Background: an optimization exercise with open tools, aiming at small area. Do not read the settings as production practice.
The RTL was checked by simulation tests, not by an equivalence proof against the original design.
Power figures rest on the tool's default switching activity, not on a simulated workload.

File: flow/config.mk
export PLATFORM = sky130hd
export DESIGN_NAME = i2c_top
export DESIGN_NICKNAME = i2c_top
export VERILOG_FILES = /design/flow/design.v
export SDC_FILE = /design/flow/constraint.sdc
export NUM_CORES = 4
export LEC_CHECK = 0
export CAP_MARGIN = 20
export CORE_MARGIN = 2
export CORE_UTILIZATION = 60
export SLEW_MARGIN = 20
File: flow/constraint.sdc
create_clock -name core_clock -period 12.0 [get_ports {clk}]
set_input_delay 2.4000 -clock core_clock [delete_from_list [all_inputs] [get_ports {clk}]]
set_output_delay 2.4000 -clock core_clock [all_outputs]
set_load 0.01 [all_outputs]
File: flow/design.v
module i2c_top(
    input           clk,
    input           rstn,
    input           apb_sel,
    input           apb_en,
    input           apb_write,
    output          apb_ready,
    input  [31:0]   apb_addr,
    input  [31:0]   apb_wdata,
    output [31:0]   apb_rdata,
    output          i2c_irq,
    input           i2c_scl_i,
    output          i2c_scl_o,
    input           i2c_sda_i,
    output          i2c_sda_o
);
    wire [4:0]                  tx_fifo_ocy                     ;
    wire                        tx_fifo_wr                      ;
    wire [9:0]                  tx_fifo_din                     ;
    wire [4:0]                  rx_fifo_ocy                     ;
    wire                        rx_fifo_rd                      ;
    wire [7:0]                  rx_fifo_dout                    ;
    wire [4:0]                  rx_fifo_pirq                    ;
    wire [9:0]                  slv_adr                         ;
    wire [6:0]                  cr                              ;
    wire [7:0]                  cr_clr                          ;
    wire [6:0]                  cr_set                          ;  
    wire [7:0]                  sr                              ;
    wire [7:0]                  irq_req                         ;
    wire [31:0]                 tsusta                          ;
    wire [31:0]                 tsusto                          ;
    wire [31:0]                 thdsta                          ;
    wire [31:0]                 tsudat                          ;
    wire [31:0]                 tbuf                            ;
    wire [31:0]                 thigh                           ;
    wire [31:0]                 tlow                            ;
    wire [31:0]                 thddat                          ;
    wire [7:0]                  tim_dflt                        ;
    wire                        cr_msms                         ;
i2c_reg u_i2c_reg ( 
        .clk                    (clk                            ),  
        .rstn                   (rstn                           ),  
        .apb_sel                (apb_sel                        ),  
        .apb_en                 (apb_en                         ),  
        .apb_write              (apb_write                      ),  
        .apb_ready              (apb_ready                      ),  
        .apb_addr               (apb_addr[31:0]                 ),  
        .apb_wdata              (apb_wdata[31:0]                ),  
        .apb_rdata              (apb_rdata[31:0]                ),  
        .irq                    (i2c_irq                        ),  
        .tx_fifo_ocy            (tx_fifo_ocy[4:0]               ),  
        .tx_fifo_wr             (tx_fifo_wr                     ),  
        .tx_fifo_wdat           (tx_fifo_din[9:0]               ),  
        .rx_fifo_ocy            (rx_fifo_ocy[4:0]               ),  
        .rx_fifo_rd             (rx_fifo_rd                     ),  
        .rx_fifo_rdat           (rx_fifo_dout[7:0]              ),  
        .rx_fifo_pirq           (rx_fifo_pirq[4:0]              ),  
        .slv_adr                (slv_adr[9:0]                   ),  
        .cr                     (cr[6:0]                        ),  
        .cr_clr                 (cr_clr[6:0]                    ),  
        .cr_set                 (cr_set[6:0]                    ),  
        .sr                     (sr[7:0]                        ),  
        .irq_req                (irq_req[7:0]                   ),  
        .tsusta                 (tsusta[31:0]                   ),  
        .tsusto                 (tsusto[31:0]                   ),  
        .thdsta                 (thdsta[31:0]                   ),  
        .tsudat                 (tsudat[31:0]                   ),  
        .tbuf                   (tbuf[31:0]                     ),  
        .thigh                  (thigh[31:0]                    ),  
        .tlow                   (tlow[31:0]                     ),  
        .thddat                 (thddat[31:0]                   ),  
        .tim_dflt               (tim_dflt[7:0]                  )   
    );
i2c_core u_i2c_core( 
        .clk                    (clk                            ),  
        .rstn                   (rstn                           ),  
        .slv_adr                (slv_adr[6:0]                   ),  
        .cr                     ({1'b0, cr[6:0]}                ),  
        .cr_clr                 (cr_clr[7:0]                    ),  
        .cr_set                 (cr_set[6:0]                    ),  
        .sr                     (sr[7:0]                        ),  
        .irq_req                (irq_req[7:0]                   ),  
        .tx_fifo_ocy            (tx_fifo_ocy[4:0]               ),  
        .tx_fifo_wr             (tx_fifo_wr                     ),  
        .tx_fifo_din            (tx_fifo_din[9:0]               ),  
        .rx_fifo_pirq           (rx_fifo_pirq[4:0]              ),  
        .rx_fifo_ocy            (rx_fifo_ocy[4:0]               ),  
        .rx_fifo_rd             (rx_fifo_rd                     ),  
        .rx_fifo_dout           (rx_fifo_dout[7:0]              ),  
        .debounce_cnt           (14'd10                         ),  
        .tsusta                 (tsusta[31:0]                   ),  
        .thdsta                 (thdsta[31:0]                   ),  
        .tsusto                 (tsusto[31:0]                   ),  
        .tsudat                 (tsudat[31:0]                   ),  
        .thddat                 (thddat[31:0]                   ),  
        .tim_dflt               (tim_dflt[7:0]                  ),  
        .tlow                   (tlow[31:0]                     ),  
        .thigh                  (thigh[31:0]                    ),  
        .tbuf                   (tbuf[31:0]                     ),  
        .sda_in                 (i2c_sda_i                      ),  
        .sda_out                (i2c_sda_o                      ),  
        .scl_in                 (i2c_scl_i                      ),  
        .scl_out                (i2c_scl_o                      )   
    );
endmodule
module i2c_reg(
    input               clk,
    input               rstn,
    input               apb_sel,
    input               apb_en,
    input               apb_write,
    output              apb_ready,
    input       [31:0]  apb_addr,
    input       [31:0]  apb_wdata,
    output reg  [31:0]  apb_rdata,
    output              irq,
    input       [4:0]   tx_fifo_ocy,
    output              tx_fifo_wr,
    output      [9:0]   tx_fifo_wdat,
    input       [4:0]   rx_fifo_ocy,
    output              rx_fifo_rd,
    input       [7:0]   rx_fifo_rdat,
    output      [4:0]   rx_fifo_pirq,
    output      [9:0]   slv_adr,
    output reg  [6:0]   cr,
    input       [6:0]   cr_clr,
    input       [6:0]   cr_set,
    input       [7:0]   sr,
    input       [7:0]   irq_req,
    output reg  [31:0]  tsusta,
    output reg  [31:0]  tsusto,
    output reg  [31:0]  thdsta,
    output reg  [31:0]  tsudat,
    output reg  [31:0]  tbuf,
    output reg  [31:0]  thigh,
    output reg  [31:0]  tlow,
    output reg  [31:0]  thddat,
    output reg  [7:0]   tim_dflt    
);
localparam [31:0] D_TSUSTA = 32'h23a;
localparam [31:0] D_TSUSTO = 32'h1f4;
localparam [31:0] D_THDSTA = 32'h1ae;
localparam [31:0] D_TSUDAT = 32'h100;
localparam [31:0] D_TBUF   = 32'h1f4;
localparam [31:0] D_THIGH  = 32'h1ed;
localparam [31:0] D_TLOW   = 32'h1ed;
localparam [31:0] D_THDDAT = 32'h40;
reg         gie;
reg  [7:0]  isr;
reg  [7:0]  ier;
reg  [9:0]  txr;
reg  [6:0]  adr;
reg  [2:0]  ten_adr;
reg  [4:0]  rx_pirq;
wire        wr_en;
wire        rd_en;
assign apb_ready = 1'b1;
assign rx_fifo_pirq[4:0] = rx_pirq[4:0];
assign slv_adr      = {ten_adr, adr};
assign wr_en =  apb_write & apb_en & apb_sel;
assign rd_en = ~apb_write & apb_en & apb_sel;
wire [8:0] a = apb_addr[8:0];
wire a_gie    = a == 9'h01c;
wire a_isr    = a == 9'h020;
wire a_ier    = a == 9'h028;
wire a_cr     = a == 9'h100;
wire a_sr     = a == 9'h104;
wire a_txr    = a == 9'h108;
wire a_rx     = a == 9'h10c;
wire a_adr    = a == 9'h110;
wire a_txocy  = a == 9'h114;
wire a_rxocy  = a == 9'h118;
wire a_tenadr = a == 9'h11c;
wire a_pirq   = a == 9'h120;
wire a_tsusta = a == 9'h128;
wire a_tsusto = a == 9'h12c;
wire a_thdsta = a == 9'h130;
wire a_tsudat = a == 9'h134;
wire a_tbuf   = a == 9'h138;
wire a_thigh  = a == 9'h13c;
wire a_tlow   = a == 9'h140;
wire a_thddat = a == 9'h144;
wire a_none   = !(a_gie | a_isr | a_ier | a_cr | a_sr | a_txr | a_rx | a_adr |
                  a_txocy | a_rxocy | a_tenadr | a_pirq | a_tsusta | a_tsusto |
                  a_thdsta | a_tsudat | a_tbuf | a_thigh | a_tlow | a_thddat);
wire [7:0] a_tim = {a_thddat, a_tlow, a_thigh, a_tbuf, a_tsudat, a_thdsta, a_tsusto, a_tsusta};
wire [7:0] we_tim = {8{wr_en}} & a_tim;
always @(posedge clk or negedge rstn)
begin
    if (!rstn) begin
        gie         <= 1'b0;
        ier         <= 8'h0;
        adr         <= 7'b0;
        ten_adr     <= 3'b0;
        rx_pirq     <= 5'b1;
        txr         <= 10'b0;
    end else if (wr_en) begin
        if (a_gie)    gie     <= apb_wdata[31];
        if (a_ier)    ier     <= apb_wdata[7:0];
        if (a_txr)    txr     <= apb_wdata[9:0];
        if (a_adr)    adr     <= apb_wdata[7:1];
        if (a_tenadr) ten_adr <= apb_wdata[2:0];
        if (a_pirq)   rx_pirq <= apb_wdata[4:0];
    end
end
always @(posedge clk or negedge rstn)
begin
    if (!rstn) tim_dflt <= 8'hff;
    else       tim_dflt <= tim_dflt & ~we_tim;
end
always @(posedge clk)
begin
    if (we_tim[0]) tsusta <= apb_wdata;
    if (we_tim[1]) tsusto <= apb_wdata;
    if (we_tim[2]) thdsta <= apb_wdata;
    if (we_tim[3]) tsudat <= apb_wdata;
    if (we_tim[4]) tbuf   <= apb_wdata;
    if (we_tim[5]) thigh  <= apb_wdata;
    if (we_tim[6]) tlow   <= apb_wdata;
    if (we_tim[7]) thddat <= apb_wdata;
end
always @(posedge clk or negedge rstn)
begin
    if (!rstn) begin
        cr[6:0] <= 7'b0;
    end else begin
        if(wr_en && a_cr)
            cr[6:0]<= apb_wdata[6:0];
        else
            cr[6:0] <=(cr[6:0] | cr_set) & (~cr_clr);
    end
end
wire [7:0] rs_tim = a_tim & ~tim_dflt;
wire [7:0] rd_tim = a_tim &  tim_dflt;
always @(posedge clk)
begin
    apb_rdata <= ({32{a_gie}}    & {gie, 31'b0})
               | ({32{a_isr}}    & {24'b0, isr})
               | ({32{a_ier}}    & {24'b0, ier})
               | ({32{a_cr}}     & {25'b0, cr})
               | ({32{a_sr}}     & {24'b0, sr})
               | ({32{a_txr}}    & {22'b0, txr})
               | ({32{a_rx}}     & {24'b0, rx_fifo_rdat})
               | ({32{a_adr}}    & {24'b0, adr, 1'b0})
               | ({32{a_txocy}}  & {27'b0, tx_fifo_ocy})
               | ({32{a_rxocy}}  & {27'b0, rx_fifo_ocy})
               | ({32{a_tenadr}} & {29'b0, ten_adr})
               | ({32{a_pirq}}   & {27'b0, rx_pirq})
               | ({32{rs_tim[0]}} & tsusta)
               | ({32{rs_tim[1]}} & tsusto)
               | ({32{rs_tim[2]}} & thdsta)
               | ({32{rs_tim[3]}} & tsudat)
               | ({32{rs_tim[4]}} & tbuf)
               | ({32{rs_tim[5]}} & thigh)
               | ({32{rs_tim[6]}} & tlow)
               | ({32{rs_tim[7]}} & thddat)
               | ({32{rd_tim[0]}} & D_TSUSTA)
               | ({32{rd_tim[1]}} & D_TSUSTO)
               | ({32{rd_tim[2]}} & D_THDSTA)
               | ({32{rd_tim[3]}} & D_TSUDAT)
               | ({32{rd_tim[4]}} & D_TBUF)
               | ({32{rd_tim[5]}} & D_THIGH)
               | ({32{rd_tim[6]}} & D_TLOW)
               | ({32{rd_tim[7]}} & D_THDDAT)
               | ({32{a_none}}   & 32'hdeadbeef);
end
always @(posedge clk or negedge rstn)
begin
    if (!rstn)
        isr <= 8'h0;
    else
        isr <= (isr & ~({8{wr_en & a_isr}} & apb_wdata[7:0])) | irq_req;
end
assign tx_fifo_wr   = wr_en && a_txr;
assign tx_fifo_wdat = apb_wdata[9:0];
assign rx_fifo_rd   = rd_en && a_rx;
assign irq          = |(isr & ier) & gie;
endmodule
module i2c_core(
    input           clk,
    input           rstn,
    input   [6:0]   slv_adr,
    input   [7:0]   cr,
    output  [7:0]   cr_clr,
    output  [6:0]   cr_set,
    output  [7:0]   sr,
    output  [7:0]   irq_req,
    output  [4:0]   tx_fifo_ocy,
    input           tx_fifo_wr,
    input   [9:0]   tx_fifo_din,
    input   [4:0]   rx_fifo_pirq,
    output  [4:0]   rx_fifo_ocy,
    input           rx_fifo_rd,
    output  [7:0]   rx_fifo_dout,
    input      [13:0]   debounce_cnt,
    input      [31:0]   tsusta,
    input      [31:0]   thdsta,
    input      [31:0]   tsusto,
    input      [31:0]   tsudat,
    input      [31:0]   thddat,
    input      [7:0]    tim_dflt,
    input      [31:0]   tlow,
    input      [31:0]   thigh,
    input      [31:0]   tbuf,
    input           sda_in,
    output          sda_out,
    input           scl_in,
    output          scl_out
);
    wire                        sr_bb                           ;
    wire                        cr_rsta_set                     ;
    wire                        cr_tx_set                       ;
    wire                        cr_tx_clr                       ;
    wire                        cr_txak_set                     ;
    wire                        cr_txak_clr                     ;
    wire                        cr_msms_set                     ;
    wire                        cr_msms_clr                     ;
    wire                        tx_fifo_rd                      ;
    wire [9:0]                  tx_fifo_dout                    ;
    wire                        tx_fifo_empty                   ;
    wire                        tx_fifo_full                    ;
    wire                        rx_fifo_empty                   ;
    wire                        rx_fifo_wr                      ;
    wire [7:0]                  rx_fifo_din                     ;
    wire                        rx_fifo_full                    ;
    wire                        cr_en                           ;
    wire                        dyna_msms_set                   ;
    wire                        dyna_msms_clr                   ;
    wire                        dyna_txak_set                   ;
    wire                        dyna_txak_clr                   ;
    wire                        dyna_tx_set                     ;
    wire                        dyna_tx_clr                     ;
    wire                        dyna_rsta_set                   ;
    wire                        fsm_msms_clr                    ;  
    wire                        cr_tx                           ;
    wire                        cr_gcen                         ;
    wire                        cr_txak                         ;
    wire                        cr_rsta                         ;
    wire                        cr_rsta_clr                     ;
    wire                        sr_abgc                         ;
    wire                        sr_aas                          ;
    wire                        sr_srw                          ;
    wire                        irq_nas                         ;
    wire                        irq_tx_err                      ;
    wire                        irq_tx_empty                    ;
    wire [3:0]                  cmd                             ;
    wire                        cmd_ack                         ;
    wire                        phy_rx                          ;
    wire                        phy_tx                          ;
    wire                        al                              ;
    wire                        irq_rx_pfull                   ;
    wire                        scl_gauge_en                    ;
    wire                        msms                            ;
    wire                        rsta_det                        ;
    wire                        sta_det                         ;
    wire                        sto_det                         ;
    wire                        busy                            ;
    wire                        scl_rising                      ;
    wire                        scl_faling                      ;
    wire                        cr_msms                         ;
    wire                        cr_txfifo_rst                   ;
    wire [4:0] rx_fifo_pfull_th;
    wire fsm_tx_set;
    wire fsm_tx_clr;
assign sr_bb = busy;
assign {
    cr_gcen,
    cr_rsta,
    cr_txak,
    cr_tx,
    cr_msms,
    cr_txfifo_rst,
    cr_en } = cr;
assign cr_clr = {
    1'b0,
    cr_rsta_clr,
    cr_txak_clr,
    cr_tx_clr,
    cr_msms_clr, 2'b0};
assign cr_set = {
    1'b0,
    cr_rsta_set,
    cr_txak_set,
    cr_tx_set,
    cr_msms_set,
    2'b0
    };
assign cr_rsta_set = dyna_rsta_set;
assign cr_tx_set   = dyna_tx_set || fsm_tx_set;
assign cr_tx_clr   = dyna_tx_clr || fsm_tx_clr;
assign cr_txak_set = dyna_txak_set;
assign cr_txak_clr = dyna_txak_clr;
assign cr_msms_set = dyna_msms_set;
assign cr_msms_clr = al || dyna_msms_clr || fsm_msms_clr;
assign sr = {
    tx_fifo_empty,
    rx_fifo_empty,
    rx_fifo_full,
    tx_fifo_full,
    sr_srw,
    sr_bb,
    sr_aas,
    sr_abgc
    };
assign irq_req = {
    !tx_fifo_ocy[3],
    irq_nas,
    sr_aas,
    !sr_bb,
    irq_rx_pfull,
    irq_tx_empty,
    irq_tx_err,
    al};
assign rx_fifo_pfull_th[4:0] = rx_fifo_pirq[4:0];
sync_fifo#(.DW(10), .DEPTH(16)) u_tx_fifo ( 
        .clk                    (clk                            ),  
        .rstn                   (rstn && (!cr_txfifo_rst)       ),  
        .rd                     (tx_fifo_rd                     ),  
        .dout                   (tx_fifo_dout[9:0]              ),  
        .empty                  (tx_fifo_empty                  ),  
        .wr                     (tx_fifo_wr                     ),  
        .din                    (tx_fifo_din[9:0]               ),  
        .full                   (tx_fifo_full                   ),  
        .ocy                    (tx_fifo_ocy[4:0]               )   
    );
sync_fifo #( .DW(8), .DEPTH(16)) u_rx_fifo ( 
        .clk                    (clk                            ),  
        .rstn                   (rstn                           ),  
        .rd                     (rx_fifo_rd                     ),  
        .dout                   (rx_fifo_dout[7:0]              ),  
        .empty                  (rx_fifo_empty                  ),  
        .wr                     (rx_fifo_wr                     ),  
        .din                    (rx_fifo_din[7:0]               ),  
        .full                   (rx_fifo_full                   ),  
        .ocy                    (rx_fifo_ocy[4:0]               )   
    );
i2c_dynamic_ctrl u_i2c_dynamic_ctrl( 
        .clk                    (clk                            ),  
        .rstn                   (rstn                           ),  
        .cr_en                  (cr_en                          ),  
        .cr_msms                (cr_msms                        ),  
        .dyna_msms_set          (dyna_msms_set                  ),  
        .dyna_msms_clr          (dyna_msms_clr                  ),  
        .dyna_txak_set          (dyna_txak_set                  ),  
        .dyna_txak_clr          (dyna_txak_clr                  ),  
        .dyna_tx_set            (dyna_tx_set                    ),  
        .dyna_tx_clr            (dyna_tx_clr                    ),  
        .dyna_rsta_set          (dyna_rsta_set                  ),  
        .tx_fifo_empty          (tx_fifo_empty                  ),  
        .tx_fifo_rd             (tx_fifo_rd                     ),  
        .tx_fifo_dout           (tx_fifo_dout[9:0]              ),  
        .tx_fifo_wr             (tx_fifo_wr                     ),  
        .tx_fifo_din            (tx_fifo_din[9:0]               ),  
        .rx_fifo_wr             (rx_fifo_wr                     )   
    );
i2c_core_fsm u_i2c_core_fsm( 
        .clk                    (clk                            ),  
        .rstn                   (rstn                           ),  
        .slv_addr               (slv_adr[6:0]                   ),  
        .cr_msms                (cr_msms                        ),  
        .cr_msms_clr            (fsm_msms_clr                   ),  
        .cr_tx                  (cr_tx                          ),  
        .cr_tx_set              (fsm_tx_set                     ),  
        .cr_tx_clr              (fsm_tx_clr                     ),  
        .cr_gcen                (cr_gcen                        ),  
        .cr_txak                (cr_txak                        ),  
        .cr_en                  (cr_en                          ),  
        .cr_rsta                (cr_rsta                        ),  
        .cr_rsta_clr            (cr_rsta_clr                    ),  
        .sr_abgc                (sr_abgc                        ),  
        .sr_aas                 (sr_aas                         ),  
        .sr_srw                 (sr_srw                         ),  
        .irq_nas                (irq_nas                        ),  
        .irq_tx_err             (irq_tx_err                     ),  
        .irq_tx_empty           (irq_tx_empty                   ),  
        .irq_rx_pfull           (irq_rx_pfull                   ),  
        .cmd                    (cmd[3:0]                       ),  
        .cmd_ack                (cmd_ack                        ),  
        .phy_rx                 (phy_rx                         ),  
        .phy_tx                 (phy_tx                         ),  
        .phy_abort              (al                             ),  
        .rx_fifo_pirq           (rx_fifo_pfull_th[4:0]          ),  
        .rx_fifo_wr             (rx_fifo_wr                     ),  
        .rx_fifo_din            (rx_fifo_din[7:0]               ),  
        .rx_fifo_ocy            (rx_fifo_ocy[4:0]               ),  
        .rx_fifo_empty          (rx_fifo_empty                  ),  
        .tx_fifo_empty          (tx_fifo_empty                  ),  
        .tx_fifo_rd             (tx_fifo_rd                     ),  
        .tx_fifo_dout           (tx_fifo_dout[9:0]              ),  
        .tx_fifo_ocy            (tx_fifo_ocy[4:0]               ),  
        .scl_gauge_en           (scl_gauge_en                   ),  
        .msms                   (msms                           ),  
        .rcv_rsta               (rsta_det                       ),  
        .rcv_sta                (sta_det                        ),  
        .rcv_sto                (sto_det                        )   
    );
i2c_phy u_i2c_phy( 
        .clk                    (clk                            ),  
        .rstn                   (rstn                           ),  
        .ena                    (cr_en                          ),  
        .cmd                    (cmd[3:0]                       ),  
        .cmd_ack                (cmd_ack                        ),  
        .al                     (al                             ),  
        .rsta_det               (rsta_det                       ),  
        .din                    (phy_tx                         ),  
        .dout                   (phy_rx                         ),  
        .debounce_cnt           (debounce_cnt[13:0]             ),  
        .tsusta                 (tsusta[31:0]                   ),  
        .thdsta                 (thdsta[31:0]                   ),  
        .tsusto                 (tsusto[31:0]                   ),  
        .tsudat                 (tsudat[31:0]                   ),  
        .thddat                 (thddat[31:0]                   ),  
        .tim_dflt               (tim_dflt[7:0]                  ),  
        .tlow                   (tlow[31:0]                     ),  
        .thigh                  (thigh[31:0]                    ),  
        .tbuf                   (tbuf[31:0]                     ),  
        .cr_msms                (msms                           ),  
        .sta_det                (sta_det                        ),  
        .sto_det                (sto_det                        ),  
        .busy                   (busy                           ),  
        .scl_rising             (scl_rising                     ),  
        .scl_faling             (scl_faling                     ),  
        .scl_gauge_en           (scl_gauge_en                   ),  
        .scl_in                 (scl_in                         ),  
        .scl_out                (scl_out                        ),  
        .sda_in                 (sda_in                         ),  
        .sda_out                (sda_out                        )   
    );
endmodule
module sync_fifo#(
    parameter DW = 8,
    parameter DEPTH = 16,
    parameter AW = 4
)(
    input               clk,
    input               rstn,
    input               rd,
    output      [DW-1:0]dout,
    output  reg         empty,
    input               wr,
    input       [DW-1:0]din,
    output              full,
    output      [AW:0]  ocy
);
reg  [DW*DEPTH-1:0] mem;
reg  [AW-1:0]       cnt;
wire                wr_int;
wire                rd_int;
assign full   = !empty & (&cnt);
assign wr_int = wr & !full;
assign rd_int = rd & !empty;
assign ocy    = {1'b0, cnt};
always @(posedge clk or negedge rstn)
begin
    if(!rstn) begin
        empty <= 1'b1;
        cnt   <= {AW{1'b0}};
    end
    else if(wr_int && !rd_int) begin
        empty <= 1'b0;
        if(!empty) cnt <= cnt + 1'b1;
    end
    else if(rd_int && !wr_int) begin
        if(cnt == 0) empty <= 1'b1;
        else         cnt   <= cnt - 1'b1;
    end
end
always @(posedge clk)
begin
    if(wr_int)
        mem <= {mem[DW*(DEPTH-1)-1:0], din};
end
reg [DW-1:0] rd_q;
integer i;
always @(*) begin
    rd_q = {DW{1'b0}};
    for (i = 0; i < DEPTH; i = i + 1)
        rd_q = rd_q | ({DW{!empty && cnt == i}} & mem[i*DW +: DW]);
end
assign dout = rd_q;
endmodule  
module i2c_dynamic_ctrl(
    input           clk,
    input           rstn,
    input           cr_en,
    input           cr_msms,
    output          dyna_msms_set,
    output          dyna_msms_clr,
    output          dyna_txak_set,
    output          dyna_txak_clr,
    output          dyna_tx_set,
    output          dyna_tx_clr,
    output          dyna_rsta_set,
    input           tx_fifo_empty,
    input           tx_fifo_rd,
    input   [9:0]   tx_fifo_dout,
    input           tx_fifo_wr,
    input   [9:0]   tx_fifo_din,
    input           rx_fifo_wr
);
reg [7:0]   rcnt;
reg         load;
reg         start_hold;
wire        start_set;
wire        start;
assign start         = !tx_fifo_empty & tx_fifo_dout[8] |
                        tx_fifo_empty & tx_fifo_wr & tx_fifo_din[8];
assign start_set     = !start_hold & start;
assign dyna_msms_set = start_set & cr_en & !cr_msms;
assign dyna_rsta_set = start_set & cr_en &  cr_msms;
assign dyna_msms_clr = (tx_fifo_rd | (rx_fifo_wr & rcnt == 1)) & tx_fifo_dout[9];
assign dyna_txak_set = rx_fifo_wr && rcnt == 2;
assign dyna_txak_clr = start_set & cr_en;
assign dyna_tx_set   = tx_fifo_rd && tx_fifo_dout[8] && (!tx_fifo_dout[0]);
assign dyna_tx_clr   = tx_fifo_rd && tx_fifo_dout[9] || 
                       tx_fifo_rd && tx_fifo_dout[8] && tx_fifo_dout[0];
always@(posedge clk or negedge rstn)
begin
    if(!rstn) begin
        rcnt <= 8'b0;
        load <= 1'b0;
        start_hold <= 1'b0;
    end
    else begin
        load <= tx_fifo_rd && tx_fifo_dout[8] && tx_fifo_dout[0];
        start_hold <= start;
        if(load)
            rcnt <= tx_fifo_dout[7:0];
        else if(rx_fifo_wr)
            rcnt <= rcnt - 1;
    end
end
endmodule
module i2c_core_fsm(
    input               clk,
    input               rstn,
    input       [6:0]   slv_addr,
    input               cr_msms,
    output              cr_msms_clr,
    input               cr_tx,
    output              cr_tx_set,
    output              cr_tx_clr,
    input               cr_gcen,
    input               cr_txak,
    input               cr_en,
    input               cr_rsta,
    output              cr_rsta_clr,
    output reg          sr_abgc,
    output reg          sr_aas,
    output reg          sr_srw,
    output reg          irq_nas, 
    output              irq_tx_err,
    output              irq_tx_empty,
    output              irq_rx_pfull,
    output reg [ 3:0]   cmd,       
    input               cmd_ack,   
    input               phy_rx,
    output reg          phy_tx,
    input               phy_abort,
    input       [4:0]   rx_fifo_pirq,
    output              rx_fifo_wr, 
    output      [7:0]   rx_fifo_din,
    input       [4:0]   rx_fifo_ocy,
    input               rx_fifo_empty,
    input               tx_fifo_empty,
    output              tx_fifo_rd,
    input       [9:0]   tx_fifo_dout,
    input       [4:0]   tx_fifo_ocy,
    output              scl_gauge_en,
    output reg          msms,
    input               rcv_rsta,
    input               rcv_sta,
    input               rcv_sto
);
    localparam ST_IDLE  = 4'h0;
    localparam ST_START = 4'h1;
    localparam ST_READ  = 4'h3;
    localparam ST_RACK  = 4'h4;
    localparam ST_WRITE = 4'h5;
    localparam ST_WACK  = 4'h6;
    localparam ST_WSUSP = 4'h8;
    localparam ST_RSUSP = 4'h9;
    localparam ST_STOP  = 4'h7;
    reg  [3:0]  cstate;
    reg  [3:0]  nstate;
    reg  [3:0]  pstate;
    reg  [2:0]  cnt;
    wire [2:0]  cnt_x;
    reg  [7:0]  sr;
    wire        load;
    wire        tx_ready;
    wire        rx_ready;
    reg         cr_msms_r;
    wire        msms_set;
    wire        msms_clr;
    wire        msms_x;
    wire        active_abort;
    wire        tx; 
    wire        cnt_clr;
    reg         adr_phase;
    wire        adr_phase_x;
    wire        adr_phase_set;
    wire        ack_done;
    wire                        aas_set                         ;
    wire                        gc_set                          ;
    wire                        aas_x                           ;
    wire                        abgc_x                          ;
    wire                        nas_clr                         ;
    wire                        nas_set                         ;
    wire                        nas_x                           ;
    wire                        shift                           ;
    wire                        cnt_done                       ;
    wire rack_done;
    wire wack_done;
assign msms_set = cr_msms && !cr_msms_r;
assign msms_clr = cstate == ST_STOP && cmd_ack;
assign msms_x   = msms_set ? 1'b1:
                  msms_clr ? 1'b0:
                  msms;
assign tx            = msms? cr_tx : (aas_set? phy_rx : sr_srw);
assign scl_gauge_en  = cstate == ST_READ && adr_phase;
assign rack_done     = (cstate == ST_RACK) & cmd_ack;
assign wack_done     = (cstate == ST_WACK) & cmd_ack;
assign ack_done      = rack_done | wack_done;
assign adr_phase_set = (cstate == ST_IDLE)  & rcv_sta |
                       (cstate == ST_START) & cmd_ack;
assign adr_phase_x   = ack_done ? 1'b0 :
                       adr_phase_set ? 1'b1 : adr_phase;
assign active_abort   = !cr_msms & msms;
always@(*)
begin
    nstate = cstate;
    cmd    = 4'h0;
    phy_tx = 1'b0;
    case(cstate)
        ST_IDLE : begin
            if(msms && tx_ready)
                nstate = ST_START;
            else if(rcv_sta)
                nstate = ST_READ;
        end
        ST_START : begin
            cmd  = 4'h1;
            if(cmd_ack) nstate = ST_WRITE; 
        end
        ST_READ  : begin
            cmd = 4'h4;
            if(cnt_done) nstate = ST_RACK;
        end
        ST_RACK : begin
            cmd    = 4'h3;
            phy_tx = adr_phase & !(sr_aas | sr_abgc) | !adr_phase & cr_txak;
            if(cmd_ack) begin
                if(!msms & phy_rx)
                    nstate = ST_IDLE;
                else if(tx)
                    nstate = ST_WSUSP;
                else
                    nstate = ST_RSUSP;
            end
        end
        ST_WRITE : begin
            cmd = 4'h3;
            phy_tx = sr[7];
            if(phy_abort)
                nstate = ST_IDLE;
            else if(cnt_done) 
                nstate = ST_WACK;
        end
        ST_WACK : begin
            cmd = 4'h4;
            if(cmd_ack) begin
                if(phy_rx | active_abort)
                    nstate = msms ? ST_STOP : ST_IDLE;
                else if(tx)
                    nstate = ST_WSUSP;
                else
                    nstate = ST_RSUSP;
            end
        end
        ST_WSUSP : begin
            cmd = 4'h5;
            if(tx_ready)
                nstate = cr_rsta? ST_START : ST_WRITE;
        end
        ST_RSUSP : begin
            cmd = 4'h5;
            if(cr_rsta)
                nstate = ST_WSUSP;
            else if(rx_ready)
                nstate = active_abort ? ST_STOP : ST_READ;
        end
        ST_STOP : begin
            cmd = 4'h2;
            if(cmd_ack) nstate = ST_IDLE;
        end
        default:;
    endcase
end
assign cnt_clr       = cnt_done || rcv_rsta;
assign cnt_x         = cnt_clr ? 3'h7 :
                       shift   ? cnt - 1'b1 : cnt;
assign cnt_done      = ~(|cnt) & cmd_ack;
assign rx_ready      = rx_fifo_ocy[4:0] < rx_fifo_pirq[4:0] | rx_fifo_empty;
assign rx_fifo_wr    = rack_done && !adr_phase;
assign rx_fifo_din   = sr[7:0];
assign tx_ready      = !tx_fifo_empty;
assign tx_fifo_rd    = load;
assign shift = (cstate == ST_READ || cstate == ST_WRITE) && cmd_ack;
assign load  = (cstate != ST_WRITE) && (nstate == ST_WRITE);
assign gc_set    = !msms & adr_phase & cnt_done & (sr[6:0] == 7'b0) & cr_gcen;
assign aas_set   = !msms & adr_phase & cnt_done & (sr[6:0] == slv_addr[6:0]);
assign cr_tx_set =  msms & adr_phase & cnt_done & !phy_rx;
assign cr_tx_clr =  msms & adr_phase & cnt_done &  phy_rx;
assign cr_msms_clr = wack_done & phy_rx;
assign cr_rsta_clr = cr_rsta && (cstate == ST_START) && cmd_ack;
assign aas_x     = rcv_sto ? 1'b0 : 
                   aas_set ? 1'b1 : 
                   sr_aas;
assign abgc_x    = rcv_sto  ? 1'b0 :
                   gc_set   ? 1'b1 :
                   sr_abgc;
assign nas_clr   = aas_set | gc_set;
assign nas_set   = rcv_sto;
assign nas_x     = nas_clr ? 1'b0 : 
                   nas_set ? 1'b1 :
                   irq_nas ;
assign irq_tx_err   = ack_done & phy_rx;
assign irq_tx_empty = (cstate == ST_WSUSP) && tx_fifo_empty;
assign irq_rx_pfull = !rx_ready && (cstate == ST_RSUSP);
always@(posedge clk or negedge rstn)
begin
    if(!rstn) begin
        cstate          <= ST_IDLE;
        pstate          <= ST_IDLE;
        cnt             <= 3'h7; 
        irq_nas         <= 1'b1;
        sr_aas          <= 1'b0;
        sr_abgc         <= 1'b0;
        sr_srw          <= 1'b0;
        cr_msms_r       <= 1'b0;
        msms            <= 1'b0;
        adr_phase       <= 1'b0;
    end
    else begin
        cstate          <= nstate;
        cnt             <= cnt_x;
        pstate          <= (nstate == cstate)? pstate : cstate;
        sr_srw          <= aas_set ? phy_rx : sr_srw;
        irq_nas         <= nas_x;
        sr_aas          <= aas_x;
        sr_abgc         <= abgc_x;
        cr_msms_r       <= cr_msms;
        msms            <= msms_x;
        adr_phase       <= adr_phase_x;
    end
end
always @(posedge clk or negedge rstn)
begin
    if (!rstn)      sr <= 8'h0;
    else if (load)       sr <= tx_fifo_dout[7:0];
    else if(shift)  sr <= {sr[6:0], phy_rx};
end
endmodule
module i2c_phy(
    input               clk,
    input               rstn,
    input               ena,
    input      [ 3:0]   cmd,
    output              cmd_ack,
    output              al,
    output              rsta_det,
    input               din,
    output              dout,
    input      [13:0]   debounce_cnt,
    input      [31:0]   tsusta,
    input      [31:0]   thdsta,
    input      [31:0]   tsusto,
    input      [31:0]   tsudat,
    input      [31:0]   thddat,
    input      [7:0]    tim_dflt,
    input      [31:0]   tlow,
    input      [31:0]   thigh,
    input      [31:0]   tbuf,
    input               cr_msms,
    output              sta_det,
    output              sto_det,
    output              busy,
    output              scl_rising,
    output              scl_faling,
    input               scl_gauge_en,
    input               scl_in,
    output              scl_out,
    input               sda_in,
    output              sda_out
);
    wire [31:0]                 tlow_gauge                      ;
    wire                        tlow_g_dflt                     ;
    wire                        scl_o                           ;
    wire                        scl_i                           ;
    wire                        sda_o                           ;
    wire                        sda_i                           ;
    wire [31:0]                 thigh_mux                       ;
assign scl_out = scl_o;
assign sda_out = sda_o;
assign thigh_mux = thigh;
i2c_phy_debounce u_i2c_phy_debounce( 
        .clk                    (clk                            ),  
        .rstn                   (rstn                           ),  
        .scl                    (scl_in                         ),  
        .sda                    (sda_in                         ),  
        .debounce_cnt           (debounce_cnt[13:0]             ),  
        .sta_det                (sta_det                        ),  
        .sto_det                (sto_det                        ),  
        .busy                   (busy                           ),  
        .scl_rising             (scl_rising                     ),  
        .scl_faling             (scl_faling                     ),  
        .scl_gauge_en           (scl_gauge_en                   ),  
        .tlow                   (tlow_gauge[31:0]               ),  
        .tlow_dflt              (tlow_g_dflt                    ),  
        .scl_o                  (scl_o                          ),  
        .scl_i                  (scl_i                          ),  
        .sda_o                  (sda_o                          ),  
        .sda_i                  (sda_i                          )   
    );
i2c_phy_fsm u_i2c_phy_fsm( 
        .clk                    (clk                            ),  
        .rstn                   (rstn                           ),  
        .ena                    (ena                            ),  
        .msms                   (cr_msms                        ),  
        .cmd                    (cmd[3:0]                       ),  
        .cmd_ack                (cmd_ack                        ),  
        .al                     (al                             ),  
        .rsta_det               (rsta_det                       ),  
        .din                    (din                            ),  
        .dout                   (dout                           ),  
        .tsusta                 (tsusta[31:0]                   ),  
        .thdsta                 (thdsta[31:0]                   ),  
        .tsusto                 (tsusto[31:0]                   ),  
        .tsudat                 (tsudat[31:0]                   ),  
        .thddat                 (thddat[31:0]                   ),  
        .tim_dflt               (tim_dflt[7:0]                  ),  
        .tlow                   (tlow[31:0]                     ),  
        .tlow_g                 (tlow_gauge[31:0]               ),  
        .tlow_g_dflt            (tlow_g_dflt                    ),  
        .thigh                  (thigh_mux[31:0]                ),  
        .tbuf                   (tbuf[31:0]                     ),  
        .sto_det                (sto_det                        ),  
        .sta_det                (sta_det                        ),  
        .scl_rising             (scl_rising                     ),  
        .scl_falling            (scl_faling                     ),  
        .scl_i                  (scl_i                          ),  
        .sda_i                  (sda_i                          ),  
        .scl_o                  (scl_o                          ),  
        .sda_o                  (sda_o                          )   
    );
endmodule
module i2c_phy_debounce (
    input               clk,
    input               rstn,
    input               scl,
    input               sda,
    input       [13:0]  debounce_cnt,
    output              sta_det,
    output              sto_det,
    output  reg         busy,
    output              scl_rising,
    output              scl_faling,
    input               scl_gauge_en,
    output  reg [31:0]  tlow,        
    output  reg         tlow_dflt,   
    input               scl_o,
    output              scl_i,
    input               sda_o,
    output              sda_i
);
reg [ 1:0] cSCL, cSDA;       
reg [ 2:0] fSCL, fSDA;       
reg        sSCL, sSDA;       
reg        dSCL, dSDA;       
reg [3:0]  filter_cnt;       
reg [31:0] timing_cnt;
always@(posedge clk or negedge rstn)
begin
    if(!rstn) begin
        timing_cnt <= 32'b0;
        tlow_dflt  <= 1'b1;
    end
    else begin
        timing_cnt <= (scl_gauge_en & (scl_rising | scl_faling)) ? 32'b0 :
                      timing_cnt + {31'b0, scl_gauge_en & busy};
        if(scl_gauge_en & scl_rising) tlow_dflt <= 1'b0;
    end
end
always@(posedge clk)
begin
    if(scl_gauge_en && scl_rising) tlow <= timing_cnt;
end
always @(posedge clk or negedge rstn)
    if (!rstn) begin
        cSCL <= 2'b00;
        cSDA <= 2'b00;
    end else begin
        cSCL <= {cSCL[0],scl};
        cSDA <= {cSDA[0],sda};
    end
always @(posedge clk or negedge rstn)
    if (!rstn) 
        filter_cnt <= 4'h0;
    else if (~|filter_cnt)
        filter_cnt <= debounce_cnt[3:0];  
    else
        filter_cnt <= filter_cnt -1;
always @(posedge clk or negedge rstn)
    if (!rstn) begin
        fSCL <= 3'b111;
        fSDA <= 3'b111;
    end else if (~|filter_cnt) begin
        fSCL <= {fSCL[1:0],cSCL[1]};
        fSDA <= {fSDA[1:0],cSDA[1]};
    end
always @(posedge clk or negedge rstn)
    if (~rstn) begin
        sSCL <= 1'b1;
        sSDA <= 1'b1;
        dSCL <= 1'b1;
        dSDA <= 1'b1;
    end else begin
        sSCL <= &fSCL[2:1] | &fSCL[1:0] | (fSCL[2] & fSCL[0]);
        sSDA <= &fSDA[2:1] | &fSDA[1:0] | (fSDA[2] & fSDA[0]);
        dSCL <= sSCL;
        dSDA <= sSDA;
    end
always @(posedge clk or negedge rstn)
    if (~rstn)
        busy <= 1'b0;
    else if(sta_det)
        busy <= 1'b1;
    else if(sto_det)
        busy <= 1'b0;
assign sta_det = sSCL && (!sSDA) && dSDA;
assign sto_det = sSCL && sSDA && (!dSDA);
assign scl_i   = dSCL;
assign sda_i   = dSDA;
assign scl_faling = dSCL && (!sSCL);
assign scl_rising = (!dSCL) && sSCL;
endmodule
module i2c_phy_fsm (
    input             clk,       
    input             rstn,      
    input             ena,       
    input             msms,      
    input      [ 3:0] cmd,       
    output            cmd_ack,   
    output reg        al,        
    output reg        rsta_det,
    input             din,
    output reg        dout,
    input      [31:0] tsusta,
    input      [31:0] thdsta,
    input      [31:0] tsusto,
    input      [31:0] tsudat,
    input      [31:0] thddat,
    input      [31:0] tlow,
    input      [31:0] tlow_g,    
    input             tlow_g_dflt,  
    input      [7:0]  tim_dflt,  
    input      [31:0] thigh,
    input      [31:0] tbuf,
    input             sto_det,
    input             sta_det,
    input             scl_rising,
    input             scl_falling,
    input             scl_i,     
    input             sda_i,     
    output reg        scl_o,     
    output reg        sda_o      
);
    localparam idle    = 4'b0000;
    localparam hang    = 4'b0001;
    localparam wr_c    = 4'b0010;    
    localparam start_a = 4'b0100;    
    localparam start_d = 4'b0101;    
    localparam rd_a    = 4'b0110;    
    localparam rd_c    = 4'b0111;    
    localparam rd_b    = 4'b1000;    
    localparam wr_b    = 4'b1001;    
    localparam stop_a  = 4'b1010;    
    localparam wr_a    = 4'b1011;    
    localparam start_b = 4'b1100;    
    localparam start_c = 4'b1101;    
    localparam stop_b  = 4'b1110;    
    localparam stop_c  = 4'b1111;    
    parameter TSUSTA = 0;
    parameter THDSTA = 1;
    parameter THDSTO = 2;
    parameter TSUDAT = 3;
    parameter THDDAT = 4;
    parameter TLOW   = 5;
    parameter THIGH  = 6;
    parameter TBUF   = 7;
    reg        dscl_o  ;         
    wire       sda_chk;          
    reg        slv_wait;       
    wire       slv_wait_set;
    wire       slv_wait_clr;
    reg [31:0] cnt;              
    wire[31:0] cnt_nxt;
    wire       cnt_clr;
    wire       wait_thigh_done;
    wire       wait_tlow_done;  
    wire       wait_tbuf_done;  
    wire       wait_tsusta_done;
    wire       wait_thdsta_done;
    wire       wait_tsudat_done;
    wire       wait_thddat_done;
    wire       wait_tsusto_done;
    reg       scl_x;
    reg       sda_x;
    reg [3:0] cstate, nstate; 
    assign cnt_clr = cstate != nstate;
    assign cnt_nxt = cnt_clr ? 32'b0 : 
                     slv_wait ? cnt : cnt + 1'b1;
    wire       s_tlow   = cstate[3:2] == 2'b01;
    wire       s_thigh  = cstate[3:1] == 3'b100;
    wire       s_tsudat = cstate[3:1] == 3'b101;
    wire       s_tsusta = cstate == start_b;
    wire       s_thdsta = cstate == start_c;
    wire       s_tsusto = cstate == stop_b;
    wire       s_tbuf   = cstate == stop_c;
    wire       s_thddat = cstate == wr_c;
    wire [7:0] d        = tim_dflt;
    wire       tlow0    = msms ? (tlow[0] | d[6]) : (tlow_g[0] | tlow_g_dflt);
    wire       s_tlow_m = s_tlow &  msms;
    wire       s_tlow_g = s_tlow & !msms;
    wire [32:0] tsel    = ({33{s_tlow_m & !d[6]}}    & {1'b0, tlow})
                        | ({33{s_tlow_m &  d[6]}}    & {1'b0, 32'h1ed})
                        | ({33{s_tlow_g & !tlow_g_dflt}} & {1'b0, tlow_g})
                        | ({33{s_tlow_g &  tlow_g_dflt}} & {1'b0, 32'hffff_ffff})
                        | ({33{s_tbuf & !d[4]}}      & {1'b0, tbuf[31:1], tlow0})
                        | ({33{s_tbuf &  d[4]}}      & {1'b0, 31'h1f4 >> 1, tlow0})
                        | ({33{s_thigh & !d[5]}}     & {thigh,  1'b0})
                        | ({33{s_thigh &  d[5]}}     & {32'h1ed, 1'b0})
                        | ({33{s_tsudat & !d[3]}}    & {tsudat, 1'b0})
                        | ({33{s_tsudat &  d[3]}}    & {32'h100, 1'b0})
                        | ({33{s_tsusta & !d[0]}}    & {tsusta, 1'b0})
                        | ({33{s_tsusta &  d[0]}}    & {32'h23a, 1'b0})
                        | ({33{s_thdsta & !d[2]}}    & {thdsta, 1'b0})
                        | ({33{s_thdsta &  d[2]}}    & {32'h1ae, 1'b0})
                        | ({33{s_tsusto & !d[1]}}    & {tsusto, 1'b0})
                        | ({33{s_tsusto &  d[1]}}    & {32'h1f4, 1'b0})
                        | ({33{s_thddat & !d[7]}}    & {thddat, 1'b0})
                        | ({33{s_thddat &  d[7]}}    & {32'h40, 1'b0});
    wire       cnt_ge   = {cnt, 1'b0} >= tsel;
    wire       cnt_eq   = {cnt, 1'b0} == tsel;
    assign wait_thigh_done  = cnt_ge;
    assign wait_tlow_done   = cnt_ge;
    assign wait_tbuf_done   = cnt_ge;
    assign wait_tsusta_done = cnt_eq;
    assign wait_thdsta_done = cnt_eq;
    assign wait_tsudat_done = cnt_eq;
    assign wait_thddat_done = cnt_eq;
    assign wait_tsusto_done = cnt_eq;
    assign cmd_ack = cstate == start_d & wait_tlow_done |
                     cstate == stop_c  & wait_tbuf_done |
                     cstate == rd_c    & (wait_tlow_done || !msms) |
                     cstate == wr_c    & wait_thddat_done;
    always @(posedge clk or negedge rstn)
      if (!rstn) dscl_o <= 1'b1;
      else       dscl_o <= scl_o  ;
    assign slv_wait_set = (!dscl_o & scl_o) & (!scl_i);
    assign slv_wait_clr = slv_wait & scl_i;
    always @(posedge clk or negedge rstn)
      if (!rstn) slv_wait <= 1'b0;
      else       slv_wait <= (slv_wait & ~slv_wait_clr) | slv_wait_set ;
    wire cmd_stop;
    assign cmd_stop = (cmd == 4'h2);
    assign sda_chk = cstate == wr_b && nstate == wr_c;
    always @(posedge clk or negedge rstn)
      if (~rstn)
          al <= 1'b0;
      else
          al <= (sda_chk & ~sda_i & sda_o) | (sto_det & ~cmd_stop & msms);
    always @(posedge clk or negedge rstn)
      if (!rstn) begin
        dout     <= 1'b1;
        rsta_det <= 1'b0;
      end
      else begin
      if (scl_rising) dout <= sda_i;
      if (scl_falling && (dout != sda_i) && cstate == rd_b) 
          rsta_det <=1'b1;
      else if(cmd_ack)
          rsta_det <=1'b0;
      end
    always @(posedge clk or negedge rstn)
      if (!rstn) cnt <= 32'b0;
      else       cnt <= (al | (ena & cnt_clr)) ? 32'b0 : cnt + {31'b0, ena & !slv_wait};
    always @(posedge clk or negedge rstn)
      if (!rstn) begin
          cstate <= idle;
          scl_o   <= 1'b1;
          sda_o   <= 1'b1;
      end
      else if (al) begin
          cstate <= idle;
          scl_o   <= 1'b1;
          sda_o   <= 1'b1;
      end
      else if(ena) begin 
        cstate  <= nstate;
        scl_o   <= scl_x;
        sda_o   <= sda_x;
      end
    always@(*) begin
        nstate = cstate;
        scl_x  = scl_o;
        sda_x  = sda_o;
        case (cstate) 
              idle: begin
                  case (cmd) 
                       4'h1: nstate = start_a;
                       4'h2:  nstate = stop_a; 
                       4'h3: nstate = wr_a;
                       4'h4:  nstate = rd_a;
                       4'h5:  nstate = hang;
                       default:        nstate = idle;
                  endcase
                  scl_x   = scl_o  ;  
                  sda_x   = sda_o  ;  
              end
              start_a: begin
                  scl_x = scl_o; 
                  sda_x = 1'b1; 
                  if(wait_tlow_done) nstate = start_b;
              end
              start_b: begin
                  scl_x = 1'b1;
                  sda_x = 1'b1;
                  if(wait_tsusta_done) nstate = start_c;
              end
              start_c: begin
                  scl_x = 1'b1;
                  sda_x = 1'b0;
                  if(wait_thdsta_done) nstate = start_d;
              end
              start_d: begin
                  scl_x = 1'b0; 
                  sda_x = 1'b0; 
                  if(wait_tlow_done) nstate = idle;
              end
              stop_a: begin
                  scl_x = 1'b0;  
                  sda_x = 1'b0;  
                  if(wait_tsudat_done) nstate = stop_b;
              end
              stop_b: begin
                  scl_x = 1'b1;  
                  sda_x = 1'b0;  
                  if(wait_tsusto_done) nstate = stop_c;
              end
              stop_c: begin
                  scl_x = 1'b1;  
                  sda_x = 1'b1;  
                  if(wait_tbuf_done) nstate = idle;
              end
              rd_a: begin
                  scl_x = !msms;  
                  sda_x = 1'b1;  
                  if(wait_tlow_done && msms || scl_rising && !msms) nstate = rd_b;
              end
              rd_b: begin
                  scl_x = 1'b1;  
                  sda_x = 1'b1;  
                  if(wait_thigh_done && msms || scl_falling && !msms) nstate = rd_c;
              end
              rd_c: begin
                  scl_x = !msms;  
                  sda_x = 1'b1;  
                  if(wait_tlow_done || !msms) nstate = idle;
              end
              wr_a: begin
                  scl_x = 1'b0;  
                  sda_x = din;   
                  if(wait_tsudat_done) nstate = wr_b;
              end
              wr_b: begin
                  scl_x = 1'b1;  
                  sda_x = din;   
                  if(wait_thigh_done && msms || scl_falling && !msms) nstate = wr_c;
              end
              wr_c: begin
                  scl_x = !msms;  
                  sda_x = din;
                  if(wait_thddat_done) nstate = idle;
              end
              hang: begin
                  scl_x = 1'b0;  
                  sda_x = sda_o;
                  if(cmd != 4'h5) nstate = idle;
              end
              default: ;
        endcase
    end
endmodule
File: flow/flow/run.sh
#!/bin/bash
# The standard layout (standard.sh: the ORFS flow, standard synthesis included) with two
# changes: port buffers are sky130_fd_sc_hd__buf_1 instead of the tool's pick, and clock tree
# synthesis inserts no dummy loads. All of make's output goes to flow_make.log here; each ORFS
# step keeps its own log under orfs/logs/.
set -euo pipefail
bash standard.sh \
  "BUFFER_PORTS_ARGS=-buffer_cell sky130_fd_sc_hd__buf_1" \
  "CTS_ARGS=-sink_clustering_enable -repair_clock_nets -buf_list sky130_fd_sc_hd__clkbuf_8 -sink_clustering_size 20 -sink_clustering_max_diameter 45 -dont_use_dummy_load" \
  finish > flow_make.log 2>&1
File: flow/standard.sh
#!/bin/bash
# synth_recipe.tcl (not shown) runs the flow's synth.tcl, then flattens the netlist and writes it again
# the make line also repeats each setting of config.mk as NAME=value (left out here)
make -C /OpenROAD-flow-scripts/flow DESIGN_CONFIG=/design/flow/config.mk WORK_HOME=/design/flow/orfs CLKGATE_MAP_FILE= SYNTH_SCRIPT=/design/flow/synth_recipe.tcl "${@:-finish}"
==> results.py, run 1 <==
metrics = {
    "grt": {
        "track_usage_pct": 34.27,
        "antenna_found_initial": 3,
        "grt_pass1_vias": 23060,
        "grt_max_degree": 144,
        "grt_pass1_wl_um": 148800,
        "grt_overflow": 0,
    },
    "placement": {
        "hpwlAfterDp_um": 64990,
        "place_ws_ns": 4.284,
        "place_congestion": 0.9671,
        "io_buffers": 82,
    },
    "sta": {
        "fin_hold_ws_ns": 0.3485,
        "max_clock_freq_mhz": 125.2,
        "fin_skew_ns": 0.09530,
        "finalMaxSlewViolations": 0,
        "setup_violations": 0,
        "fin_ws_ns": 4.014,
        "period_needed_ns": 7.986,
        "rsz0062_at_grt": "no",
        "relSlewSlack_pct": 15.83,
        "finalCritPeriodShare_pct": 66.55,
        "worst_pin_slew_ns": 1.231,
        "hold_viol": 0,
        "fin_setup_tns_ns": 0,
    },
    "clocking": {
        "cts_sinks": 802,
        "numCtsBuffers": 92,
        "clk_path_buf_depth": 3,
        "post_cts_resized": 0,
        "clkLatencyLatePin_ns": 0.73,
        "post_cts_buffers": 0,
        "holdBufCountCts": 0,
        "clockRootBuffer": "clkbuf_8",
        "htreeDepth": 3,
        "clk_pin_slew_ns": 0.07,
        "cts_tree": "yes",
    },
    "cells_and_area": {
        "fin_nets": 2777,
        "final_core_util_pct": 65.50,
        "area_growth_syn_to_layout_pct": 8.367,
        "fill_cells": 4181,
        "drive_above_1_share_pct": 11.30,
    },
    "yosys": {
        "yosys-top-cells-count": "edfxtp_1, a22oi_1, nor2_1",
        "syn_inst": 2514,
        "syn_area_sq_mm": 0.03395,
        "syn-num-nets": 2644,
        "synth_flop_cell": "edfxtp_1",
        "yosys_warnings": 7,
        "ys_seq_area_share_pct": 67.25,
        "synth-seq-cells": 802,
        "synth_enable_flop_cells": 576,
        "synth.area.top_cells": "edfxtp_1, dfrtp_1, a22oi_1, nor2_1, dfstp_2",
        "yosysMostFrequentCell": "edfxtp_1",
        "synth_top_area_share_pct": 50.95,
        "yosysTopAreaCell": "edfxtp_1",
        "async_flop_share_pct": 24.19,
        "syn_area_per_cell_sq_um": 13.50,
        "yosysUniqueCellTypes": 83,
    },
    "critical_path": {
        "cp-start-kind": "flip-flop",
        "worstSetupPathType": "flip-flop to flip-flop",
        "end_kind": "flip-flop",
        "cp_data_arrival_time_ns": 8.54,
        "crit_fanout": 68,
        "reg2reg_slack_ns": 4.01,
        "required_ns": 12.55,
    },
    "route": {
        "ant_nets": 0,
        "viasPerCell": 6.995,
        "post-route-drc-count": 0,
        "drtIter0Drc": 3742,
        "wl_per_cell_um": 29.76,
        "vias": 23810,
        "drt_first_pass_iters": 10,
        "drt-total-wl_um": 101300,
    },
    "job": {
        "drv_cap": 0,
    },
    "run_status": {
        "status": "finished clean",
    },
    "pwr": {
        "pwr_density_cell_mw_per_mm2": 141.6,
        "ir_drop_mv": 0.1006,
        "p_leak_nw": 12.93,
    },
    "floorplanning": {
        "initial_core_util_pct": 60.44,
        "ios": 107,
        "rows": 87,
        "die_h_um": 241.9,
        "die-area_sq_mm": 0.05850,
        "core_area_sq_mm": 0.05617,
        "die_w_um": 241.9,
    },
    "worst_hold_path": {
        "hold_path_class": "flip-flop to flip-flop",
    },
}
## path summary, 6_finish.rpt
| path | endpoint | cells after the start | startpoint |
|---|---|---|---|
| max | u_i2c_core.u_rx_fifo.cnt[2] | 22 | u_i2c_core.u_i2c_phy.u_i2c_phy_fsm.cstate[1] |
| min | u_i2c_core.u_i2c_phy.u_i2c_phy_debounce.cSDA[1] | 0 | u_i2c_core.u_i2c_phy.u_i2c_phy_debounce.cSDA[0] |
| max reg2reg | u_i2c_core.u_rx_fifo.cnt[2] | 22 | u_i2c_core.u_i2c_phy.u_i2c_phy_fsm.cstate[1] |
| min reg2reg | u_i2c_core.u_i2c_phy.u_i2c_phy_debounce.cSDA[1] | 0 | u_i2c_core.u_i2c_phy.u_i2c_phy_debounce.cSDA[0] |
| max in group asynchronous | u_i2c_core.u_tx_fifo.empty | 3 | rstn |
| min in group asynchronous | u_i2c_core.u_tx_fifo.cnt[1] | 1 | u_i2c_reg.cr[1] |
## final cells by class
| class | instances | area (sq um) | area share [%] |
|---|---|---|---|
| antenna | 3 | 7.507 | 0.02041 |
| clock buffer | 92 | 1266 | 3.442 |
| inverter | 51 | 191.4 | 0.5204 |
| multi-input combinational | 1547 | 10670 | 29.00 |
| sequential | 802 | 22830 | 62.06 |
| tap | 756 | 945.9 | 2.571 |
| timing repair buffer | 153 | 877.1 | 2.384 |
## metrics by stage
stage | std cells | power (mW) | instance area, sq um
2_1_floorplan | 2514 | 3.498 | 33960
3_3_place_gp | 3308 | 3.672 | 35490
6_report | 3404 | 5.209 | 36790
4_1_cts | 3400 | 5.218 | 36750
5_1_grt | 3402 | 5.389 | 36780
3_5_place_dp | 3308 | 3.682 | 35490
## worst max-delay path, stage by stage (launching register included)
cell and delay, ns:
dfrtp_1 0.86, inv_1 0.25, nand2_1 0.25, nor3_2 0.05
buf_4 0.32, a222oi_1 0.29, nand3_1 0.19, a2111oi_0 1.06
ha_1 0.29, nand4_1 0.14, or4_1 0.47, nor3_4 0.34
or3_1 0.37, o31ai_4 0.16, and2_4 0.22, or4_4 0.61
nor2_4 0.12, buf_4 0.66, ha_1 0.45, nor2_1 0.08
a211o_1 0.34, nor2_1 0.15, xor2_1 0.15
## per-layer routing
layer / wire length (um) / part of all wire, % / vias up / GRT usage [%]
li1: - / - / 10150 / -
met1: 40880 / 40 / 11790 / 50.81
met2: 43110 / 43 / 1618 / 47.99
met3: 14110 / 14 / 256 / 11.30
met4: 3196 / 3.2 / 2 / 11.26
met5: 13 / 0.013 / - / 0
## cell usage in the layout (no fill, tap or decap), drive strengths merged, types with 49 or more instances in the layout
cell type	count
a21oi	76
a221oi	53
a222oi	67
a22o	50
a22oi	218
buf	152
clkbuf	93
dfrtp	164
edfxtp	576
ha	59
inv	51
nand2	138
nand3	77
nand4	96
nor2	212
nor3	49
o21ai	65
xor2	51
## power by group
group          internal, mW  switching [mW]
Combinational         0.188           0.385
Clock                 0.677           0.888
Sequential             3.00          0.0670
## kinds of logic (layout without fill, tap and decap cells)
family / after synthesis / in the layout / share of synthesized area, %
other: 1 / 4 / 0.01105
muxes: 57 / 57 / 1.850
buffers and inverters: 165 / 296 / 1.920
and+or+nand+nor: 712 / 712 / 10.43
DFF: 802 / 802 / 67.25
adders and majority gates: 61 / 61 / 2.234
xor gates and xnor gates: 87 / 87 / 2.245
AOI/OAI and AO/OA: 629 / 629 / 14.06
## sequential cells by signal, indices dropped and copies added, names as in the netlist, 5 cells and up
name,flops
u_i2c_core.u_i2c_core_fsm.sr,8
u_i2c_core.u_i2c_dynamic_ctrl.rcnt,8
u_i2c_core.u_i2c_phy.u_i2c_phy_debounce.timing_cnt,32
u_i2c_core.u_i2c_phy.u_i2c_phy_debounce.tlow,32
u_i2c_core.u_i2c_phy.u_i2c_phy_fsm.cnt,32
u_i2c_core.u_rx_fifo.mem,128
u_i2c_core.u_tx_fifo.mem,160
u_i2c_reg.adr,7
u_i2c_reg.apb_rdata,32
u_i2c_reg.cr,7
u_i2c_reg.ier,8
u_i2c_reg.isr,8
u_i2c_reg.rx_pirq,5
u_i2c_reg.tbuf,32
u_i2c_reg.thddat,32
u_i2c_reg.thdsta,32
u_i2c_reg.thigh,32
u_i2c_reg.tim_dflt,8
u_i2c_reg.tlow,32
u_i2c_reg.tsudat,32
u_i2c_reg.tsusta,32
u_i2c_reg.tsusto,32
u_i2c_reg.txr,10
==> inputs of run 2 (changes only) <==
--- a/flow/design.v
+++ b/flow/design.v
@@ -856,8 +856,7 @@
     end
 end
-always @(posedge clk or negedge rstn)
+always @(posedge clk)
 begin
-    if (!rstn)      sr <= 8'h0;
-    else if (load)       sr <= tx_fifo_dout[7:0];
+    if (load)       sr <= tx_fifo_dout[7:0];
     else if(shift)  sr <= {sr[6:0], phy_rx};
 end
@@ -1194,7 +1193,6 @@
           rsta_det <=1'b0;
       end
-    always @(posedge clk or negedge rstn)
-      if (!rstn) cnt <= 32'b0;
-      else       cnt <= (al | (ena & cnt_clr)) ? 32'b0 : cnt + {31'b0, ena & !slv_wait};
+    always @(posedge clk)
+      cnt <= (al | (ena & cnt_clr)) ? 32'b0 : cnt + {31'b0, ena & !slv_wait};
     always @(posedge clk or negedge rstn)
       if (!rstn) begin
--- a/flow/flow/run.sh
+++ b/flow/flow/run.sh
@@ -7,4 +7,4 @@
 bash standard.sh \
   "BUFFER_PORTS_ARGS=-buffer_cell sky130_fd_sc_hd__buf_1" \
-  "CTS_ARGS=-sink_clustering_enable -repair_clock_nets -buf_list sky130_fd_sc_hd__clkbuf_8 -sink_clustering_size 20 -sink_clustering_max_diameter 45 -dont_use_dummy_load" \
+  "CTS_ARGS=-sink_clustering_enable -repair_clock_nets -buf_list sky130_fd_sc_hd__clkbuf_8 -sink_clustering_size 16 -sink_clustering_max_diameter 60 -dont_use_dummy_load" \
   finish > flow_make.log 2>&1
--- a/flow/config.mk
+++ b/flow/config.mk
@@ -8,4 +8,5 @@
 export CAP_MARGIN = 20
 export CORE_MARGIN = 2
-export CORE_UTILIZATION = 60
+export CORE_UTILIZATION = 50
+export PLACE_DENSITY = 0.8
 export SLEW_MARGIN = 20
==> results.py, run 2 <==
metrics = {
    "route": {
        "wl_per_cell_um": 27.82,
        "drt-total-wl_um": 97090,
        "viasPerCell": 6.907,
        "ant_nets": 0,
        "drtIter0Drc": 3794,
        "post-route-drc-count": 0,
        "vias": 24110,
        "drt_first_pass_iters": 10,
    },
    "yosys": {
        "synth-seq-cells": 802,
        "syn-num-nets": 2681,
        "yosys-top-cells-count": "edfxtp_1, a22oi_1, nor2_1",
        "syn_area_per_cell_sq_um": 13.40,
        "syn_inst": 2551,
        "ys_seq_area_share_pct": 66.41,
        "synth.area.top_cells": "edfxtp_1, dfrtp_1, a22oi_1, dfxtp_1, dfstp_2",
        "synth_flop_cell": "edfxtp_1",
        "yosys_warnings": 7,
        "yosysMostFrequentCell": "edfxtp_1",
        "yosysUniqueCellTypes": 86,
        "synth_top_area_share_pct": 51.28,
        "syn_area_sq_mm": 0.03420,
        "yosysTopAreaCell": "edfxtp_1",
        "synth_enable_flop_cells": 584,
        "async_flop_share_pct": 19.20,
    },
    "sta": {
        "hold_viol": 0,
        "finalCritPeriodShare_pct": 70.60,
        "rsz0062_at_grt": "no",
        "fin_setup_tns_ns": 0,
        "fin_skew_ns": 0.1139,
        "relSlewSlack_pct": 23.43,
        "setup_violations": 0,
        "period_needed_ns": 8.472,
        "worst_pin_slew_ns": 1.148,
        "finalMaxSlewViolations": 0,
        "max_clock_freq_mhz": 118.0,
    },
    "cells_and_area": {
        "final_core_util_pct": 54.26,
        "largest_reg_flops": 160,
        "most-common-layout-cells": "edfxtp_1, a22oi_1, nor2_1, nand2_1, dfrtp_1",
        "largest_register": "u_i2c_core.u_tx_fifo.mem",
        "fill_cells": 5249,
        "fin_nets": 2744,
        "area_growth_syn_to_layout_pct": 6.945,
        "drive_above_1_share_pct": 9.916,
        "largest_registers": "u_i2c_core.u_tx_fifo.mem x160, u_i2c_core.u_rx_fifo.mem x128",
        "final_common_cell": "edfxtp_1",
    },
    "floorplanning": {
        "rows": 95,
        "die_h_um": 265.5,
        "die-area_sq_mm": 0.07050,
        "die_w_um": 265.5,
        "core_area_sq_mm": 0.06740,
        "ios": 107,
        "initial_core_util_pct": 50.74,
    },
    "critical_path": {
        "end_kind": "flip-flop",
        "cp-start-kind": "flip-flop",
        "worstSetupPathType": "flip-flop to flip-flop",
        "rr_worst_depth": 22,
        "timing.rr.end": "u_i2c_core.u_tx_fifo.cnt[2]",
        "crit_fanout": 31,
        "reg2reg_slack_ns": 3.53,
        "worstReg2RegStart": "u_i2c_core.u_i2c_phy.u_i2c_phy_fsm.cstate[1]",
        "required_ns": 12.59,
        "crit_path_start": "u_i2c_core.u_i2c_phy.u_i2c_phy_fsm.cstate[1]",
        "cp_data_arrival_time_ns": 9.06,
    },
    "clocking": {
        "clkLatencyLatePin_ns": 0.75,
        "cts_tree": "yes",
        "clockRootBuffer": "clkbuf_8",
        "numCtsBuffers": 61,
        "post_cts_buffers": 0,
        "holdBufCountCts": 0,
        "clk_path_buf_depth": 3,
        "htreeDepth": 2,
        "clk_pin_slew_ns": 0.09,
        "cts_sinks": 802,
        "post_cts_resized": 0,
    },
    "placement": {
        "place_congestion": 0.9496,
        "hpwlAfterDp_um": 61490,
        "io_buffers": 82,
    },
    "worst_hold_path": {
        "hold_path_class": "flip-flop to async pin",
    },
    "pwr": {
        "ir_drop_mv": 0.1077,
        "pwr_density_cell_mw_per_mm2": 140.4,
        "power_mw": 5.135,
        "p_leak_nw": 12.28,
    },
    "grt": {
        "antenna_found_initial": 7,
        "grt_max_degree": 97,
        "track_usage_pct": 26.93,
        "grt_overflow": 0,
        "grt_pass1_vias": 23200,
        "grt_pass1_wl_um": 143400,
    },
    "job": {
        "drv_cap": 0,
    },
    "run_status": {
        "status": "finished clean",
    },
}
-- run 2: cell types whose count changed after synthesis, sizes merged, moves of 12 or more --
cell,delta
dfrtp,-40
a222oi,-38
nand2b,-14
nand3,+19
a211oi,+19
nand4b,+19
a22o,+19
nand2,+28
nand4,-22
nor2,-26
dfxtp,+32
a21oi,-20
clkbuf,+12
-- run 2: final cells by class --
cell class	instances	area, sq um	area share [%]
timing repair buffer	134	709.4	1.940
inverter	51	191.4	0.5235
clock buffer	61	839.6	2.296
tap	873	1092	2.987
multi-input combinational	1564	11020	30.12
antenna	5	12.51	0.03421
sequential	802	22710	62.10
-- run 2: cell families (layout without fill, tap and decap cells) --
family | after synthesis | after routing | share of synthesized area [%]
XOR/XNOR | 90 | 90 | 2.305
multiplexers | 66 | 66 | 2.309
AO/OA/AOI/OAI | 622 | 622 | 13.61
flip-flops | 802 | 802 | 66.41
buffers and inverters | 185 | 246 | 2.144
other | 1 | 6 | 0.01097
adder cells (fa/ha/maj) | 61 | 61 | 2.217
AND/OR/NAND/NOR | 724 | 724 | 11.00
-- run 2: metal layers --
layer	GRT usage [%]	vias to the layer above	routed length (um)
met2	40.70	1906	43300
met1	36.81	11780	36130
li1	-	10080	-
met4	12.89	6	4589
met5	0	-	35
met3	6.471	332	13030
-- run 2: worst max path at each step --
stage / to
floorplan: u_i2c_core.u_rx_fifo.cnt[3]
global placement: u_i2c_core.u_tx_fifo.cnt[2]
detailed placement: u_i2c_core.u_tx_fifo.cnt[2]
CTS: u_i2c_core.u_tx_fifo.cnt[2]
global route: u_i2c_core.u_tx_fifo.cnt[2]
finish: u_i2c_core.u_tx_fifo.cnt[2]
-- run 2: worst max-delay path: stages, from the launching register on --
cell and delay [ns]:
dfrtp_1 0.78, clkinv_1 0.51, nor2_1 0.45, nand2_1 0.35
nor2_2 0.18, buf_4 0.47, nand2_1 0.12, nand4_1 0.12
a211oi_1 0.13, ha_1 0.38, nand4_1 0.21, nor4_4 0.54
a21boi_2 0.60, o21ai_1 0.10, buf_4 0.20, or3_1 0.37
o211a_1 0.28, nor3_2 0.87, nand2_1 0.29, ha_1 0.38
a211oi_1 0.59, nand2_1 0.19, xnor2_1 0.18
-- run 2: power breakdown --
part	leakage [nW]	internal, mW	total [mW]	switching [mW]
logic	4.19	0.265	0.803	0.537
clock network	0.439	0.452	1.27	0.822
registers	7.65	3.00	3.06	0.0631
-- run 2: metrics by stage --
stage	instances	hold WS [ns]	cell area (sq um)	setup WS, ns
5_1_grt	3489	0.3768	36570	3.211
2_1_floorplan	2551	0.2693	34200	0.6020
3_3_place_gp	3424	0.3348	35700	4.074
4_1_cts	3485	0.3355	36540	3.799
6_report	3490	0.3350	36570	3.528
3_5_place_dp	3424	0.3347	35700	3.772

==> afterwards: timing with drivers on the ports <==
In the flow no input, the clock included, has a driving cell. The finished layouts below were timed again as built, in two steps. Step 1 assumes that a clkbuf_16 drives the clock port and a buf_2 every other input. Step 2, shift: input delay + t, output delay - t, t = (earliest + latest rising clock arrival at the registers) / 2. This alone moves slack from input paths to output paths. a / b / c = no drivers / after step 1 / after step 2; a / b = the first two.
run | t (ns) | setup slack, ns | clock arrival spread, ns | cell pins on the clock port's net
run 1 | 0.736 | 4.014 / 4.014 / 4.014 | 0.096 / 0.095 | 1
run 2 | 0.747 | 3.528 / 3.528 / 3.528 | 0.117 / 0.116 | 1
After both steps every run listed still meets setup and hold.
